Source: an optimization exercise on an open RTL-to-GDS flow (aim: small area and a short achievable clock period). Production flows keep margins and buffers that such runs may drop. At most, simulation tests tie the RTL to the original design; equivalence was not proved.

## old
==> module nfu_cmp4, before the edit <==
module nfu_cmp4 (
    input  [15:0] a,
    input  [15:0] b,
    input  [15:0] c,
    input  [15:0] d,
    output [5:0]  g
);
    nfu_gt16 C0 (a, b, g[0]);
    nfu_gt16 C1 (a, c, g[1]);
    nfu_gt16 C2 (a, d, g[2]);
    nfu_gt16 C3 (b, c, g[3]);
    nfu_gt16 C4 (b, d, g[4]);
    nfu_gt16 C5 (c, d, g[5]);
endmodule
==> module nfu_sel4, before the edit <==
module nfu_sel4 (
    input  [15:0] a,
    input  [15:0] b,
    input  [15:0] c,
    input  [15:0] d,
    input  [5:0]  g,
    output [15:0] y
);
    wire ab = g[0], ac = g[1], ad = g[2], bc = g[3], bd = g[4], cd = g[5];
    wire sa = ab & ac & ad;
    wire sb = ~ab & bc & bd;
    wire sc = ~ac & ~bc & cd;
    wire sd = ~ad & ~bd & ~cd;
    assign y = ({16{sa}} & a) | ({16{sb}} & b) | ({16{sc}} & c) | ({16{sd}} & d);
endmodule
==> module top_diannao_node_vMAX, before the edit <==
module top_diannao_node_vMAX (
        clk,
        i_inputs,
        i_synapses,
        i_op,
        i_nbout,
        i_load,
        o_to_edram
    );
    input           clk;
    input  [255:0]  i_inputs;
    input  [255:0]  i_synapses;
    input  [0:0]    i_op;
    input  [15:0]   i_nbout;
    input           i_load;
    output [15:0]   o_to_edram;
    reg  [239:0] mag_a;
    reg  [127:0] one1, two1, neg1;
    reg  [15:0]  sgn1;
    reg  [239:0] cs0, cs1;
    reg  [15:0]  csc;
    reg  [15:0]  sgn2;
    reg  [255:0] prod3;
    reg  [23:0]  gcmp;
    reg  [63:0]  gsum;
    reg  [15:0]  rsum0, rsum1, rmax;
    reg  [15:0]  out_reg;
    assign o_to_edram = out_reg;
    wire [239:0] h0, h1;
    wire [15:0]  hc;
    wire [255:0] prod;
    wire [63:0]  gsum0_d, gsum1_d, gsum_d;
    wire [23:0]  gcmp_d;
    wire [63:0]  gmax;
    genvar j, k;
    generate
        for (j = 0; j < 16; j = j + 1) begin : lane
            wire [7:0] one0, two0, neg0;
            wire [8:0] ext0, ext1;
            nfu_booth_enc ENC (
                .B   (i_synapses[16*j +: 15]),
                .one (one0),
                .two (two0),
                .neg (neg0),
                .ext (ext0)
            );
            always @(posedge clk) begin
                mag_a[15*j +: 15] <= i_inputs[16*j +: 15];
                sgn1[j]           <= i_inputs[16*j+15] ^ i_synapses[16*j+15];
                one1[8*j +: 8]    <= one0;
                two1[8*j +: 8]    <= two0;
                neg1[8*j +: 8]    <= neg0;
            end
            assign ext1 = -{neg1[8*j+4], 1'b0, neg1[8*j+3], 1'b0, neg1[8*j+2], 1'b0, neg1[8*j+1], 1'b0, neg1[8*j]};
            nfu_mul_cs MUL (
                .A   (mag_a[15*j +: 15]),
                .one (one1[8*j +: 8]),
                .two (two1[8*j +: 8]),
                .neg (neg1[8*j +: 8]),
                .ext (ext1),
                .s   (sgn1[j]),
                .h0  (h0[15*j +: 15]),
                .h1  (h1[15*j +: 15]),
                .ci  (hc[j])
            );
            wire [15:0] psum = {cs0[15*j +: 15], 1'b1} + {cs1[15*j +: 15], csc[j]};
            assign prod[16*j +: 16] = {sgn2[j], psum[15:1]};
        end
        for (k = 0; k < 4; k = k + 1) begin : grp
            nfu_csa4 GS (prod[64*k +: 16], prod[64*k+16 +: 16], prod[64*k+32 +: 16], prod[64*k+48 +: 16],
                         gsum0_d[16*k +: 16], gsum1_d[16*k +: 16]);
            assign gsum_d[16*k +: 16] = gsum0_d[16*k +: 16] + gsum1_d[16*k +: 16];
            nfu_cmp4 GC (prod[64*k +: 16], prod[64*k+16 +: 16], prod[64*k+32 +: 16], prod[64*k+48 +: 16],
                         gcmp_d[6*k +: 6]);
            nfu_sel4 GM (prod3[64*k +: 16], prod3[64*k+16 +: 16], prod3[64*k+32 +: 16], prod3[64*k+48 +: 16],
                         gcmp[6*k +: 6], gmax[16*k +: 16]);
        end
    endgenerate
    wire [15:0] ss0, ss1, sm, ms0, ms1, mm;
    nfu_csa4 SS (gsum[15:0], gsum[31:16], gsum[47:32], gsum[63:48], ss0, ss1);
    nfu_max4 SM (gsum[15:0], gsum[31:16], gsum[47:32], gsum[63:48], sm);
    nfu_csa4 MS (gmax[15:0], gmax[31:16], gmax[47:32], gmax[63:48], ms0, ms1);
    nfu_max4 MM (gmax[15:0], gmax[31:16], gmax[47:32], gmax[63:48], mm);
    wire [15:0] fx  = rsum0 ^ rsum1;
    wire [15:0] fs  = fx ^ out_reg;
    wire [15:0] fc  = {(rsum0[14:0] & rsum1[14:0]) | (out_reg[14:0] & fx[14:0]), 1'b0};
    wire [15:0] fin_sum = fs + fc;
    wire        take;
    nfu_gt16 FC (rmax, out_reg, take);
    wire [15:0] fin_max = ({16{take}} & rmax) | ({16{~take}} & out_reg);
    wire [15:0] fin     = i_op[0] ? fin_max : fin_sum;
    always @(posedge clk) begin
        cs0     <= h0;
        cs1     <= h1;
        csc     <= hc;
        sgn2    <= sgn1;
        prod3   <= prod;
        gcmp    <= gcmp_d;
        gsum    <= gsum_d;
        rsum0   <= i_op[0] ? ms0 : ss0;
        rsum1   <= i_op[0] ? ms1 : ss1;
        rmax    <= i_op[0] ? mm : sm;
        out_reg <= i_load ? fin : i_nbout;
    end
endmodule
export LEC_CHECK = 0
export ABC_AREA = 1
export CAP_MARGIN = 80
export CORE_MARGIN = 2
export CORE_UTILIZATION = 40
export SETUP_SLACK_MARGIN = 5
export SLEW_MARGIN = 80
create_clock -name core_clock -period 12.0 [get_ports {clk}]
standard.sh (not shown) runs the stock make flow with config.mk's settings and CLKGATE_MAP_FILE= SYNTH_SCRIPT=/design/flow/synth_recipe.tcl, a recipe that flattens the netlist after the stock synthesis.
==> flow/flow/run.sh <==
#!/bin/bash
# Standard ORFS layout (the standard.sh, standard synthesis unchanged), with
# extra settings for timing repair, clock tree and port buffers.
set -euo pipefail
bash standard.sh SETUP_SLACK_MARGIN=8.3 CTS_CLUSTER_SIZE=30 CTS_CLUSTER_DIAMETER=80 "BUFFER_PORTS_ARGS=-buffer_cell sky130_fd_sc_hd__buf_1" finish > standard.log 2>&1
The inputs of new differ from those of old as listed below.
diff --git a/flow/design.v b/flow/design.v
--- a/flow/design.v
+++ b/flow/design.v
@@ -952,33 +952,4 @@
     assign y1 = {(s1[14:0] & c1[14:0]) | (d[14:0] & x2[14:0]), 1'b0};
 endmodule
-module nfu_cmp4 (
-    input  [15:0] a,
-    input  [15:0] b,
-    input  [15:0] c,
-    input  [15:0] d,
-    output [5:0]  g
-);
-    nfu_gt16 C0 (a, b, g[0]);
-    nfu_gt16 C1 (a, c, g[1]);
-    nfu_gt16 C2 (a, d, g[2]);
-    nfu_gt16 C3 (b, c, g[3]);
-    nfu_gt16 C4 (b, d, g[4]);
-    nfu_gt16 C5 (c, d, g[5]);
-endmodule
-module nfu_sel4 (
-    input  [15:0] a,
-    input  [15:0] b,
-    input  [15:0] c,
-    input  [15:0] d,
-    input  [5:0]  g,
-    output [15:0] y
-);
-    wire ab = g[0], ac = g[1], ad = g[2], bc = g[3], bd = g[4], cd = g[5];
-    wire sa = ab & ac & ad;
-    wire sb = ~ab & bc & bd;
-    wire sc = ~ac & ~bc & cd;
-    wire sd = ~ad & ~bd & ~cd;
-    assign y = ({16{sa}} & a) | ({16{sb}} & b) | ({16{sc}} & c) | ({16{sd}} & d);
-endmodule
 module nfu_max4 (
     input  [15:0] a,
@@ -1023,7 +994,5 @@
     reg  [15:0]  csc;
     reg  [15:0]  sgn2;
-    reg  [255:0] prod3;
-    reg  [23:0]  gcmp;
-    reg  [63:0]  gsum;
+    reg  [63:0]  gsum0, gsum1, gmax;
     reg  [15:0]  rsum0, rsum1, rmax;
     reg  [15:0]  out_reg;
@@ -1032,7 +1001,5 @@
     wire [15:0]  hc;
     wire [255:0] prod;
-    wire [63:0]  gsum0_d, gsum1_d, gsum_d;
-    wire [23:0]  gcmp_d;
-    wire [63:0]  gmax;
+    wire [63:0]  gsum0_d, gsum1_d, gmax_d;
     genvar j, k;
     generate
@@ -1072,11 +1039,13 @@
             nfu_csa4 GS (prod[64*k +: 16], prod[64*k+16 +: 16], prod[64*k+32 +: 16], prod[64*k+48 +: 16],
                          gsum0_d[16*k +: 16], gsum1_d[16*k +: 16]);
-            assign gsum_d[16*k +: 16] = gsum0_d[16*k +: 16] + gsum1_d[16*k +: 16];
-            nfu_cmp4 GC (prod[64*k +: 16], prod[64*k+16 +: 16], prod[64*k+32 +: 16], prod[64*k+48 +: 16],
-                         gcmp_d[6*k +: 6]);
-            nfu_sel4 GM (prod3[64*k +: 16], prod3[64*k+16 +: 16], prod3[64*k+32 +: 16], prod3[64*k+48 +: 16],
-                         gcmp[6*k +: 6], gmax[16*k +: 16]);
+            nfu_max4 GM (prod[64*k +: 16], prod[64*k+16 +: 16], prod[64*k+32 +: 16], prod[64*k+48 +: 16],
+                         gmax_d[16*k +: 16]);
         end
     endgenerate
+    wire [63:0] gsum;
+    assign gsum[15:0]  = gsum0[15:0]  + gsum1[15:0];
+    assign gsum[31:16] = gsum0[31:16] + gsum1[31:16];
+    assign gsum[47:32] = gsum0[47:32] + gsum1[47:32];
+    assign gsum[63:48] = gsum0[63:48] + gsum1[63:48];
     wire [15:0] ss0, ss1, sm, ms0, ms1, mm;
     nfu_csa4 SS (gsum[15:0], gsum[31:16], gsum[47:32], gsum[63:48], ss0, ss1);
@@ -1097,7 +1066,7 @@
         csc     <= hc;
         sgn2    <= sgn1;
-        prod3   <= prod;
-        gcmp    <= gcmp_d;
-        gsum    <= gsum_d;
+        gsum0   <= gsum0_d;
+        gsum1   <= gsum1_d;
+        gmax    <= gmax_d;
         rsum0   <= i_op[0] ? ms0 : ss0;
         rsum1   <= i_op[0] ? ms1 : ss1;
==> run summary <==
- Delta (new minus old): sequential share of layout area dropped 1.2 points, met3 usage now sits lower, count of distinct cell types in the synthesized netlist shows a reduction of 4.5%, number of instances resized during post-cts repair now smaller, instance count of the mapped netlist rose 8.1%.
- Delta (new minus old): routed wire length grew by 9.3 mm; non-clock buffer count shrank by 398.
Only the layout flow was run in old; the RTL was not checked for function there.

==> what the ideal ports hide <==
How much do the figures lean on ideal ports? The routed layouts below were timed once more, with nothing changed but the port constraints.
Step 1 (the two cells are an assumption about what drives the block):
set clk [get_ports {clk}]
set_driving_cell -lib_cell sky130_fd_sc_hd__clkbuf_16 $clk
set_driving_cell -lib_cell sky130_fd_sc_hd__buf_2 [delete_from_list [all_inputs] $clk]
Step 2 adds t to the input delays and takes it off the output delays; t is the mean of the earliest and latest rising clock arrival at the registers after step 1. Input paths then give back, and output paths get back, about the clock's delay inside the block.
a / b / c = ideal / step 1 / step 2; a / b = the first two.
| run | t, ns | slack for setup (ns) | worst hold slack (ns) | worst setup path after step 2 |
|---|---|---|---|---|
| old | 0.985 | 7.696 / 7.696 / 7.696 | 0.415 / 0.415 / 0.415 | register to register |
| new | 1.015 | 8.039 / 7.928 / 8.299 | 0.439 / 0.439 / 0.439 | input to register |
After both steps every run listed still meets setup and hold.
